Context: an optimization exercise on an open-source flow, tuned for small area, a short achievable clock period and few clock cycles per item. The choices shown serve that exercise and are no tape-out recipe. In this exercise RTL edits were held to simulation tests only and were not proved equivalent to the original.

===== design.v =====
module cordic_final (
    input  wire        clk,
    input  wire        rst_n,
    input  wire        start,
    input  wire [31:0] x_in,
    input  wire        func_select,
    output wire        busy,
    output reg         done,
    output wire [32:0] result
);
    assign busy = 1'b0;
    reg [15:0] xr; reg fs0;
    always @(posedge clk) begin xr <= x_in[15:0]; fs0 <= func_select; end
    wire signed [15:0] z0 = fs0 ? xr : {xr[15], xr[15:1]};
    wire d0 = ~z0[15];
    reg d1;
    always @(*) begin
        case ({d0})
            1'd0: d1 = (z0 >= -16'sd9000);
            1'd1: d1 = (z0 >= 16'sd9000);
        endcase
    end
    reg d2;
    always @(*) begin
        case ({d0,d1})
            2'd0: d2 = (z0 >= -16'sd13185);
            2'd1: d2 = (z0 >= -16'sd4815);
            2'd2: d2 = (z0 >= 16'sd4815);
            2'd3: d2 = (z0 >= 16'sd13185);
        endcase
    end
    reg d3;
    always @(*) begin
        case ({d0,d1,d2})
            3'd0: d3 = (z0 >= -16'sd15244);
            3'd1: d3 = (z0 >= -16'sd11126);
            3'd2: d3 = (z0 >= -16'sd6874);
            3'd3: d3 = (z0 >= -16'sd2756);
            3'd4: d3 = (z0 >= 16'sd2756);
            3'd5: d3 = (z0 >= 16'sd6874);
            3'd6: d3 = (z0 >= 16'sd11126);
            3'd7: d3 = (z0 >= 16'sd15244);
        endcase
    end
    reg signed [16:0] t4;
    always @(*) begin
        case ({d0,d1,d2,d3})
            4'd0: t4 = 17'sd16269;
            4'd1: t4 = 17'sd14219;
            4'd2: t4 = 17'sd12151;
            4'd3: t4 = 17'sd10101;
            4'd4: t4 = 17'sd7899;
            4'd5: t4 = 17'sd5849;
            4'd6: t4 = 17'sd3781;
            4'd7: t4 = 17'sd1731;
            4'd8: t4 = -17'sd1731;
            4'd9: t4 = -17'sd3781;
            4'd10: t4 = -17'sd5849;
            4'd11: t4 = -17'sd7899;
            4'd12: t4 = -17'sd10101;
            4'd13: t4 = -17'sd12151;
            4'd14: t4 = -17'sd14219;
            4'd15: t4 = -17'sd16269;
        endcase
    end
    wire signed [16:0] z4 = z0 + t4;
    reg signed [16:0] z4r; reg [3:0] da; reg signed [15:0] z0r; reg fs1;
    always @(posedge clk) begin z4r <= z4; da <= {d0,d1,d2,d3}; z0r <= z0; fs1 <= fs0; end
    wire d4 = ~z4r[16];
    wire signed [16:0] W = z4r + (d4 ? -17'sd1 : 17'sd2049);
    wire wneg = W[16];
    wire wbig = ~W[16] & (|W[15:11]);
    reg [2:0] dl;
    always @(*) begin
        case (W[2:0])
            3'd0: dl = 3'b001;
            3'd1: dl = 3'b001;
            3'd2: dl = 3'b010;
            3'd3: dl = 3'b010;
            3'd4: dl = 3'b101;
            3'd5: dl = 3'b101;
            3'd6: dl = 3'b110;
            3'd7: dl = 3'b110;
        endcase
    end
    wire [10:0] dr = wneg ? 11'd0 : wbig ? 11'h7ff : {W[10:3], dl};    
    wire [15:0] dall = {da, d4, dr};   
    reg [14:0] xt; reg signed [15:0] yt;
    always @(*) begin
        case (dall[15:11])
            5'd0: begin xt = 15'd26410; yt = -16'sd20702; end
            5'd1: begin xt = 15'd24018; yt = -16'sd17552; end
            5'd2: begin xt = 15'd24018; yt = -16'sd17551; end
            5'd3: begin xt = 15'd22002; yt = -16'sd14675; end
            5'd4: begin xt = 15'd21990; yt = -16'sd14653; end
            5'd5: begin xt = 15'd20322; yt = -16'sd12009; end
            5'd6: begin xt = 15'd20322; yt = -16'sd12009; end
            5'd7: begin xt = 15'd18974; yt = -16'sd9553; end
            5'd8: begin xt = 15'd18890; yt = -16'sd9377; end
            5'd9: begin xt = 15'd17860; yt = -16'sd7081; end
            5'd10: begin xt = 15'd17860; yt = -16'sd7081; end
            5'd11: begin xt = 15'd17110; yt = -16'sd4897; end
            5'd12: begin xt = 15'd17106; yt = -16'sd4880; end
            5'd13: begin xt = 15'd16626; yt = -16'sd2772; end
            5'd14: begin xt = 15'd16627; yt = -16'sd2772; end
            5'd15: begin xt = 15'd16409; yt = -16'sd708; end
            5'd16: begin xt = 15'd16412; yt = 16'sd708; end
            5'd17: begin xt = 15'd16628; yt = 16'sd2772; end
            5'd18: begin xt = 15'd16627; yt = 16'sd2772; end
            5'd19: begin xt = 15'd17105; yt = 16'sd4880; end
            5'd20: begin xt = 15'd17111; yt = 16'sd4897; end
            5'd21: begin xt = 15'd17859; yt = 16'sd7081; end
            5'd22: begin xt = 15'd17859; yt = 16'sd7081; end
            5'd23: begin xt = 15'd18887; yt = 16'sd9377; end
            5'd24: begin xt = 15'd18977; yt = 16'sd9553; end
            5'd25: begin xt = 15'd20323; yt = 16'sd12009; end
            5'd26: begin xt = 15'd20323; yt = 16'sd12009; end
            5'd27: begin xt = 15'd21989; yt = 16'sd14653; end
            5'd28: begin xt = 15'd22003; yt = 16'sd14676; end
            5'd29: begin xt = 15'd24017; yt = 16'sd17552; end
            5'd30: begin xt = 15'd24017; yt = 16'sd17551; end
            5'd31: begin xt = 15'd26407; yt = 16'sd20701; end
        endcase
    end
    wire signed [31:0] S = z0r * z0r;
    reg [30:0] Sr;
    always @(posedge clk) Sr <= S[30:0];
    wire [45:0] Sc = Sr * 15'd23900;
    wire signed [15:0] om = 16'sd16384 - $signed({1'b0, Sc[44:30]});
    wire [14:0] x6; wire signed [15:0] y6;
    assign x6 = dall[10] ? $signed({1'b0, xt}) + (yt >>> 5) : $signed({1'b0, xt}) - (yt >>> 5);
    assign y6 = dall[10] ? yt + $signed({1'b0, xt >> 5}) : yt - $signed({1'b0, xt >> 5});
    reg [14:0] xs3; reg signed [15:0] ys3; reg [15:0] dq3; reg fs3;
    always @(posedge clk) begin xs3 <= x6; ys3 <= y6; dq3 <= dall; fs3 <= fs1; end
    wire [14:0] x7; wire signed [15:0] y7;
    assign x7 = dq3[9] ? $signed({1'b0, xs3}) + (ys3 >>> 6) : $signed({1'b0, xs3}) - (ys3 >>> 6);
    assign y7 = dq3[9] ? ys3 + $signed({1'b0, xs3 >> 6}) : ys3 - $signed({1'b0, xs3 >> 6});
    wire [14:0] x8; wire signed [15:0] y8;
    assign x8 = dq3[8] ? $signed({1'b0, x7}) + (y7 >>> 7) : $signed({1'b0, x7}) - (y7 >>> 7);
    assign y8 = dq3[8] ? y7 + $signed({1'b0, x7 >> 7}) : y7 - $signed({1'b0, x7 >> 7});
    reg [14:0] xs4; reg signed [15:0] ys4; reg [15:0] dq4; reg fs4;
    always @(posedge clk) begin xs4 <= x8; ys4 <= y8; dq4 <= dq3; fs4 <= fs3; end
    reg signed [15:0] omr4;
    always @(posedge clk) omr4 <= om;
    wire [14:0] x9; wire signed [15:0] y9;
    assign x9 = dq4[7] ? $signed({1'b0, xs4}) + (ys4 >>> 8) : $signed({1'b0, xs4}) - (ys4 >>> 8);
    assign y9 = dq4[7] ? ys4 + $signed({1'b0, xs4 >> 8}) : ys4 - $signed({1'b0, xs4 >> 8});
    wire [14:0] x10; wire signed [15:0] y10;
    assign x10 = dq4[6] ? $signed({1'b0, x9}) + (y9 >>> 9) : $signed({1'b0, x9}) - (y9 >>> 9);
    assign y10 = dq4[6] ? y9 + $signed({1'b0, x9 >> 9}) : y9 - $signed({1'b0, x9 >> 9});
    reg [14:0] xs5; reg signed [15:0] ys5; reg [15:0] dq5; reg fs5;
    always @(posedge clk) begin xs5 <= x10; ys5 <= y10; dq5 <= dq4; fs5 <= fs4; end
    reg signed [15:0] omr5;
    always @(posedge clk) omr5 <= omr4;
    wire [14:0] x11; wire signed [15:0] y11;
    assign x11 = dq5[5] ? $signed({1'b0, xs5}) + (ys5 >>> 10) : $signed({1'b0, xs5}) - (ys5 >>> 10);
    assign y11 = dq5[5] ? ys5 + $signed({1'b0, xs5 >> 10}) : ys5 - $signed({1'b0, xs5 >> 10});
    wire [14:0] x12; wire signed [15:0] y12;
    assign x12 = dq5[4] ? $signed({1'b0, x11}) + (y11 >>> 11) : $signed({1'b0, x11}) - (y11 >>> 11);
    assign y12 = dq5[4] ? y11 + $signed({1'b0, x11 >> 11}) : y11 - $signed({1'b0, x11 >> 11});
    reg [14:0] xs6; reg signed [15:0] ys6; reg [15:0] dq6; reg fs6;
    always @(posedge clk) begin xs6 <= x12; ys6 <= y12; dq6 <= dq5; fs6 <= fs5; end
    reg signed [15:0] omr6;
    always @(posedge clk) omr6 <= omr5;
    wire [14:0] x13; wire signed [15:0] y13;
    assign x13 = dq6[3] ? $signed({1'b0, xs6}) + (ys6 >>> 12) : $signed({1'b0, xs6}) - (ys6 >>> 12);
    assign y13 = dq6[3] ? ys6 + $signed({1'b0, xs6 >> 12}) : ys6 - $signed({1'b0, xs6 >> 12});
    wire [14:0] x14; wire signed [15:0] y14;
    assign x14 = dq6[2] ? $signed({1'b0, x13}) + (y13 >>> 13) : $signed({1'b0, x13}) - (y13 >>> 13);
    assign y14 = dq6[2] ? y13 + $signed({1'b0, x13 >> 13}) : y13 - $signed({1'b0, x13 >> 13});
    reg [14:0] xs7; reg signed [15:0] ys7; reg [15:0] dq7; reg fs7;
    always @(posedge clk) begin xs7 <= x14; ys7 <= y14; dq7 <= dq6; fs7 <= fs6; end
    reg signed [15:0] omr7;
    always @(posedge clk) omr7 <= omr6;
    wire [14:0] x15; wire signed [15:0] y15;
    assign x15 = dq7[1] ? $signed({1'b0, xs7}) + (ys7 >>> 13) : $signed({1'b0, xs7}) - (ys7 >>> 13);
    assign y15 = dq7[1] ? ys7 + $signed({1'b0, xs7 >> 13}) : ys7 - $signed({1'b0, xs7 >> 13});
    wire [14:0] x16; wire signed [15:0] y16;
    assign x16 = dq7[0] ? $signed({1'b0, x15}) + (y15 >>> 14) : $signed({1'b0, x15}) - (y15 >>> 14);
    assign y16 = dq7[0] ? y15 + $signed({1'b0, x15 >> 14}) : y15 - $signed({1'b0, x15 >> 14});
    reg [14:0] xs8; reg signed [15:0] ys8; reg [15:0] dq8; reg fs8;
    always @(posedge clk) begin xs8 <= x16; ys8 <= y16; dq8 <= dq7; fs8 <= fs7; end
    reg signed [15:0] omr8;
    always @(posedge clk) omr8 <= omr7;
    wire signed [31:0] fp = ys8 * omr8 + (fs8 ? 32'sd0 : 32'sd268435456);
    wire [14:0] rr = fs8 ? fp[28:14] : fp[29:15];
    reg [14:0] res;
    always @(posedge clk) res <= rr;
    assign result = {{18{res[14]}}, res};
    reg [7:0] vq;
    always @(posedge clk or negedge rst_n) begin
        if (!rst_n) begin vq <= 0; done <= 1'b0; end
        else begin vq <= {vq[6:0], start}; done <= vq[7]; end
    end
endmodule

===== run.sh =====
#!/bin/bash
# synth_recipe.tcl (not shown) runs the flow's synth.tcl, then flattens the netlist and writes it again
# the make line also repeats each setting of config.mk as NAME=value (left out here)
make -C /OpenROAD-flow-scripts/flow DESIGN_CONFIG=/design/flow/config.mk WORK_HOME=/design/flow/orfs CLKGATE_MAP_FILE= SYNTH_SCRIPT=/design/flow/synth_recipe.tcl finish

===== config.mk =====
export PLATFORM = sky130hd
export DESIGN_NAME = cordic_final
export DESIGN_NICKNAME = cordic_final
export VERILOG_FILES = /design/flow/design.v
export SDC_FILE = /design/flow/constraint.sdc
export NUM_CORES = 4
export LEC_CHECK = 0
export CAP_MARGIN = 20
export CORE_MARGIN = 2
export CORE_UTILIZATION = 40
export SLEW_MARGIN = 20

===== constraint.sdc =====
create_clock -name core_clock -period 12.0 [get_ports {clk}]
set_input_delay 2.4000 -clock core_clock [delete_from_list [all_inputs] [get_ports {clk}]]
set_output_delay 2.4000 -clock core_clock [all_outputs]
set_load 0.01 [all_outputs]

==> impl_metrics.yaml, run 1 <==
synthesis:
  synth_top_family_by_area: "adder cells"
  synthCells: 5947
  yosysTopAreaCellShare_pct: 26.2
  synth_ff_type: "dfxtp_1"
  synthesis.area_um2: 52700
  synthMuxAreaShare_pct: 1.04
  ys_seq_area_share_pct: 15.1
  avgSynthCellArea_um2: 8.87
  synth-xor-area-share_pct: 7.10
  synth_edf_count: 0
  synth_area_leaders: "fa_1 26%, ha_1 16%, dfxtp_1 15%, inv_1 8.2%, xnor2_1 5.2%"
  synthSimpleGateAreaFrac_pct: 12.8
  synth_warnings: 1
  synth.distinct_cells: 90
  synth_top_area_cell: "fa_1"
  synth-compound-area-share_pct: 11.9
  ys_ff_latch: 396
  synthAdderAreaFrac_pct: 42.7
  synth-async-reset-ratio_pct: 2.27
global_route:
  busiest_layer: "met2"
  grt_pass1_wl_um: 190000
  grtUsageMet2_pct: 29.0
  use_met1_pct: 22.0
  grt_util_all_layers_pct: 16.8
  grt_max_degree: 54
  antenna_found_initial: 1
  grt-ovfl-total: 0
  grt_pass1_vias: 39389
  use_met3_pct: 2.06
cells_and_area:
  synthToLayoutAreaGrowth_pct: 7.55
  finalInstanceArea_um2: 56700
  reg.largest.list: "Sr: 30 flops, z4r: 17 flops"
  top_register: "Sr"
  final_common_cell: "inv_1"
  finalNonFillerCells: 7725
  nNetsFinal: 7353
  n_antenna_cell: 0
  layout_common_cells: "1151 x inv_1, 693 x ha_1, 691 x fa_1"
  largest_reg_flops: 30
  drive_gt1_share_pct: 3.08
  num-fill-cells: 13043
critical_path:
  worstSetupPathType: "reg2reg"
  cpLargestDelayFamily: "compound AO/OA/AOI/OAI gates"
  max_stage_delay_ps: 820
  required_ps: 12520
  cpMaxStageDelayCell: "dfxtp_1"
  path_common_cell: "o21ai_0"
  critical_path_arrival_ps: 8600
  critPathMaxFanout: 17
  rrSetupSlack_ps: 3920
  rr_endpoint: "z4r[16]"
  reg2reg_from: "fs0"
  crit_path_start_kind: "register"
  critPathCaptureType: "register"
  crit_buf_inv: 3
  reg2regPathDepth: 31
routing:
  vias: 37991
  wl_um: 111000
  drt_iter0_markers: 1611
  wire_per_inst_um: 14.4
  first_pass_iters: 5
  avgViaCountPerCell: 4.92
  drc: 0
  antenna_left: 0
place:
  port-buffer-count: 53
  place_congestion: 0.880
  dp_cells: 7638
  hpwl_um: 93200
  placed_cell_area_um2: 55000
clock_network:
  ctsHoldBuffers: 0
  postCtsResizedCells: 0
  cts_tree: "yes"
  clk_pin_slew_worst_paths_ps: 60
  htreeDepth: 2
  post-cts-setup-buffers: 0
  clock_path_buffers: 3
  clock-sinks: 396
  insertion_delay_ps: 660
  cts_root_buffer: "clkbuf_16"
  cts_made_buffers: 48
min_path:
  worstHoldEndpoint: "dq5[2]"
  hp-start: "dq4[2]"
  hp-class: "reg2reg"
  worstHoldPathCells: 0
sta:
  hold_slack_ps: 315
  tns_ps: 0
  final_hold_viol_count: 0
  fmax_mhz: 124
  slew_violations: 0
  rsz0062_at_grt: "false"
  fin_crit_ps: 8080
  setup_violations: 0
  timing.final.crit_share_pct: 67.3
  slew_headroom_pct: 37.1
  worst_slew_pin_slew_ps: 941
  skew_ps: 48.4
flow_run:
  max_cap_viol_count: 0
die:
  fp.coreArea_um2: 131000
  initial_core_util_pct: 40.2
  die_h_um: 367
  die_width_um: 367
  ioPinCount: 71
  rows: 133
  die_area_um2: 135000
outcome:
  status: "finished clean"
## routing by layer
metal | vias to the layer above | wire length (um)
li1 | 19182 | -
met1 | 18118 | 52300
met2 | 537 | 52400
met3 | 154 | 3710
met4 | 0 | 2540
met5 | - | 0
## synthesized netlist by cell type, types with 33 or more instances
library cell,number
ha_1,693
and2_1,161
a31oi_1,50
nand2b_1,60
a21boi_0,43
inv_1,1151
a21o_1,82
nor2b_1,63
nor2_1,338
nor3_1,121
xnor2_1,314
a21oi_1,327
and3_1,36
o21ai_0,205
nand3_1,63
or3_1,38
nand2_1,417
o21bai_1,33
fa_1,691
o21a_1,40
xor2_1,111
clkbuf_1,109
dfxtp_1,387
## cell type report
class | count | area, um^2 | share of cell area, %
multi-input combinational | 4260 | 39800 | 70.3
tap | 1755 | 2200 | 3.87
clock inverter | 25 | 364 | 0.642
inverter | 1156 | 4340 | 7.65
clock buffer | 62 | 1320 | 2.33
sequential | 396 | 7970 | 14.1
timing repair buffer | 71 | 666 | 1.17
## stage by stage
| step | util (%) | setup slack [ps] |
|---|---|---|
| floorplan | - | 5380 |
| global placement | 42.0 | 4190 |
| detailed placement | 42.0 | 4080 |
| CTS | 43.2 | 4040 |
| global route | 43.2 | 3100 |
| finish | 43.2 | 3920 |
## worst max-delay path by stage
stage            start  slack (ps)  endpoint  cells after the start
4_1_cts            fs0        4040   z4r[16]                     31
2_1_floorplan  omr8[1]        5380   res[13]                     22
5_1_grt            fs0        3100   z4r[16]                     31
3_3_place_gp       fs0        4190   z4r[16]                     31
6_report           fs0        3920   z4r[16]                     31
3_5_place_dp       fs0        4080   z4r[16]                     31
## worst reg2reg max path, delay by kind of cell, from the launching register on
kind / cells / cell delay [ps]
AOI/OAI and AO/OA: 17 / 3160
xor gates and xnor gates: 1 / 230
adders and majority gates: 3 / 1020
buffers and inverters: 3 / 680
DFF: 1 / 820
muxes: 1 / 640
and+or+nand+nor: 6 / 1430
## logic make-up (layout without fill, tap and decap cells)
kind of cell,after synthesis,count (layout)
buffers and inverters,1293,1314
and+or+nand+nor,1401,1401
muxes,51,51
adders and majority gates,1384,1384
xor gates and xnor gates,426,426
DFF,396,396
other,2,4
AOI/OAI and AO/OA,994,994
Testbench counts, summed over its fixed seeds: cycles 2,120, items 2,048.
==> run 2, diff against run 1 <==
--- a/config.mk
+++ b/config.mk
@@ -8,4 +8,5 @@
 export CAP_MARGIN = 20
 export CORE_MARGIN = 2
 export CORE_UTILIZATION = 40
+export SETUP_SLACK_MARGIN = 5
 export SLEW_MARGIN = 20
==> run 2 against run 1 <==
Fmax rose by 20%. Critical path type unchanged. Sequential share of layout area about the same. Largest cell class unchanged. Final cell count up 0.17%. Non-clock buffer count increased by 13. Sequential cell count unchanged. Still clean on timing, DRC and antenna.
==> impl_metrics.yaml, run 2 <==
critical_path:
  critical_path_arrival_ps: 7240
  path_common_cell: "fa_1"
  path_cells: "and2_1, fa_1, fa_1, fa_1, fa_1, fa_1, fa_1, ha_1, a21o_1, a21o_1, a21o_1, a21o_1, a21oi_1, o21ai_0, a2111oi_0, buf_4, nor2_1, or3_1, a21oi_1, nor4_1"
  crit_buf_inv: 1
  reg2reg_from: "omr8[11]"
  cpMaxStageDelayCell: "dfxtp_1"
  worstSetupPathType: "reg2reg"
  cpLargestDelayFamily: "adder cells"
  critPathMaxFanout: 16
  critPathCaptureType: "register"
  rrSetupSlack_ps: 5260
  max_stage_delay_ps: 720
  rr_endpoint: "res[13]"
  required_ps: 12500
  reg2regPathDepth: 20
  critical_path_depth: 20
  crit_path_start_kind: "register"
sta:
  slew_headroom_pct: 37.0
  fmax_mhz: 148
  worst_slew_pin_slew_ps: 938
  fin_crit_ps: 6740
  skew_ps: 49.5
  final_hold_viol_count: 0
  timing.final.crit_share_pct: 56.2
  setup_violations: 0
  tns_ps: 0
  slew_violations: 0
  hold_slack_ps: 315
  rsz0062_at_grt: "true"
routing:
  wl_um: 111000
  drt_iter0_markers: 1551
  wire_per_inst_um: 14.4
  antenna_left: 0
  first_pass_iters: 6
  drc: 0
  vias: 38106
  avgViaCountPerCell: 4.92
synthesis:
  synth_warnings: 1
  synth-async-reset-ratio_pct: 2.27
  synth_top_area_cell: "fa_1"
  synth_ff_type: "dfxtp_1"
  synth_area_leaders: "fa_1 26%, ha_1 16%, dfxtp_1 15%, inv_1 8.2%, xnor2_1 5.2%"
  synthCells: 5947
  yosysTopAreaCellShare_pct: 26.2
  yosysMostFrequentCell: "inv_1"
  synthesis.area_um2: 52700
  ys_seq_area_share_pct: 15.1
  synth_edf_count: 0
  ys_ff_latch: 396
  synth_commonest_cells: "1151 x inv_1, 693 x ha_1, 691 x fa_1"
  synth.distinct_cells: 90
  avgSynthCellArea_um2: 8.87
global_route:
  grt-ovfl-total: 0
  grt_pass1_wl_um: 190000
  grt_pass1_vias: 39393
  grt_util_all_layers_pct: 16.8
  antenna_found_initial: 1
  grt_max_degree: 54
flow_run:
  max_cap_viol_count: 0
clock_network:
  cts_made_buffers: 48
  clock_path_buffers: 3
  htreeDepth: 2
  clk_pin_slew_worst_paths_ps: 60
  cts_tree: "yes"
  cts_root_buffer: "clkbuf_16"
  insertion_delay_ps: 660
  clock-sinks: 396
cells_and_area:
  layout_common_cells: "1148 x inv_1, 693 x ha_1, 689 x fa_1"
  register_area_um2: 8040
  multiInputGateArea_um2: 40100
  n_antenna_cell: 0
  final_core_util_pct: 43.6
  largest_reg_flops: 30
  reg.largest.list: "Sr: 30 flops, z4r: 17 flops"
  num-fill-cells: 13017
  synthToLayoutAreaGrowth_pct: 8.38
  finalInstanceArea_um2: 57100
  top_register: "Sr"
  final_common_cell: "inv_1"
  drive_gt1_share_pct: 4.71
  nNetsFinal: 7366
place:
  place_congestion: 0.880
  placed_cell_area_um2: 55000
  hpwl_um: 93200
  port-buffer-count: 53
die:
  fp.coreArea_um2: 131000
  rows: 133
  ioPinCount: 71
  die_h_um: 367
  initial_core_util_pct: 40.2
  die_area_um2: 135000
  die_width_um: 367
min_path:
  hp-class: "reg2reg"
  worstHoldPathCells: 0
  hp-start: "dq4[2]"
  worstHoldEndpoint: "dq5[2]"
outcome:
  status: "finished clean"
==> run 2: per-stage QoR <==
stage                     cells  setup slack, ps
after global placement     7638             4190
after global routing       7738             4900
after detailed placement   7638             4080
after CTS                  7725             5010
final                      7738             5260
after floorplan            5949             5380
==> run 2: cells by family after synthesis <==
family | count (synthesis) | synth area share [%]
multiplexers | 51 | 1.04
XOR/XNOR | 426 | 7.10
flip-flops | 396 | 15.1
AND/OR/NAND/NOR | 1401 | 12.8
buffers and inverters | 1293 | 9.34
other | 2 | 0.0142
AO/OA/AOI/OAI | 994 | 11.9
adder cells (fa/ha/maj) | 1384 | 42.7
==> run 2: worst max-delay path by stage <==
stage,startpoint,endpoint
2_1_floorplan,omr8[1],res[13]
4_1_cts,omr8[15],res[13]
6_report,omr8[11],res[13]
3_3_place_gp,fs0,z4r[16]
5_1_grt,fs0,z4r[16]
3_5_place_dp,fs0,z4r[16]
==> run 2: cell type report <==
type | instances | share of cell area (%)
multi-input combinational | 4260 | 70.2
sequential | 396 | 14.1
inverter | 1156 | 7.61
tap | 1755 | 3.84
clock buffer | 62 | 2.32
timing repair buffer | 84 | 1.35
clock inverter | 25 | 0.637
==> run 2: timing repair <==
action,in CTS,in global routing
gates resized for setup,18,105
setup endpoints to repair,20,49
hold buffers,0,0
pin swaps,0,13
hold endpoints to repair,0,0
setup buffers,0,13
==> run 2: per-layer routing <==
metal	up-vias	part of all wire (%)	GRT usage [%]
met2	567	47	29.0
met4	0	2.3	4.48
met3	151	3.5	2.06
li1	19209	-	-
met5	-	0	0
met1	18179	47	22.0

afterwards: timing with drivers on the ports:
The flow's constraints put no driver on any port. The routed layouts listed below were extracted and timed again, unchanged, in two steps. Step 1 (the two cells are an assumption about what drives the block):
set clk [get_ports {clk}]
set_driving_cell -lib_cell sky130_fd_sc_hd__clkbuf_16 $clk
set_driving_cell -lib_cell sky130_fd_sc_hd__buf_2 [delete_from_list [all_inputs] $clk]
Step 2 also shifts input and output timing later by t, the mid clock arrival at the registers, as if the neighbouring blocks saw the same clock. Three values: no drivers, after step 1, after step 2; two values: the first two.
run	t, ns	setup slack, ns	worst hold slack (ns)	worst data-port slew with drivers (ns)	cell pins on the clock port's net
run 1	0.709	3.919 / 3.919 / 3.919	0.315 / 0.315 / 0.315	0.04	1
run 2	0.711	5.261 / 5.261 / 5.261	0.315 / 0.315 / 0.315	0.04	1
After both steps every run listed still meets setup and hold.
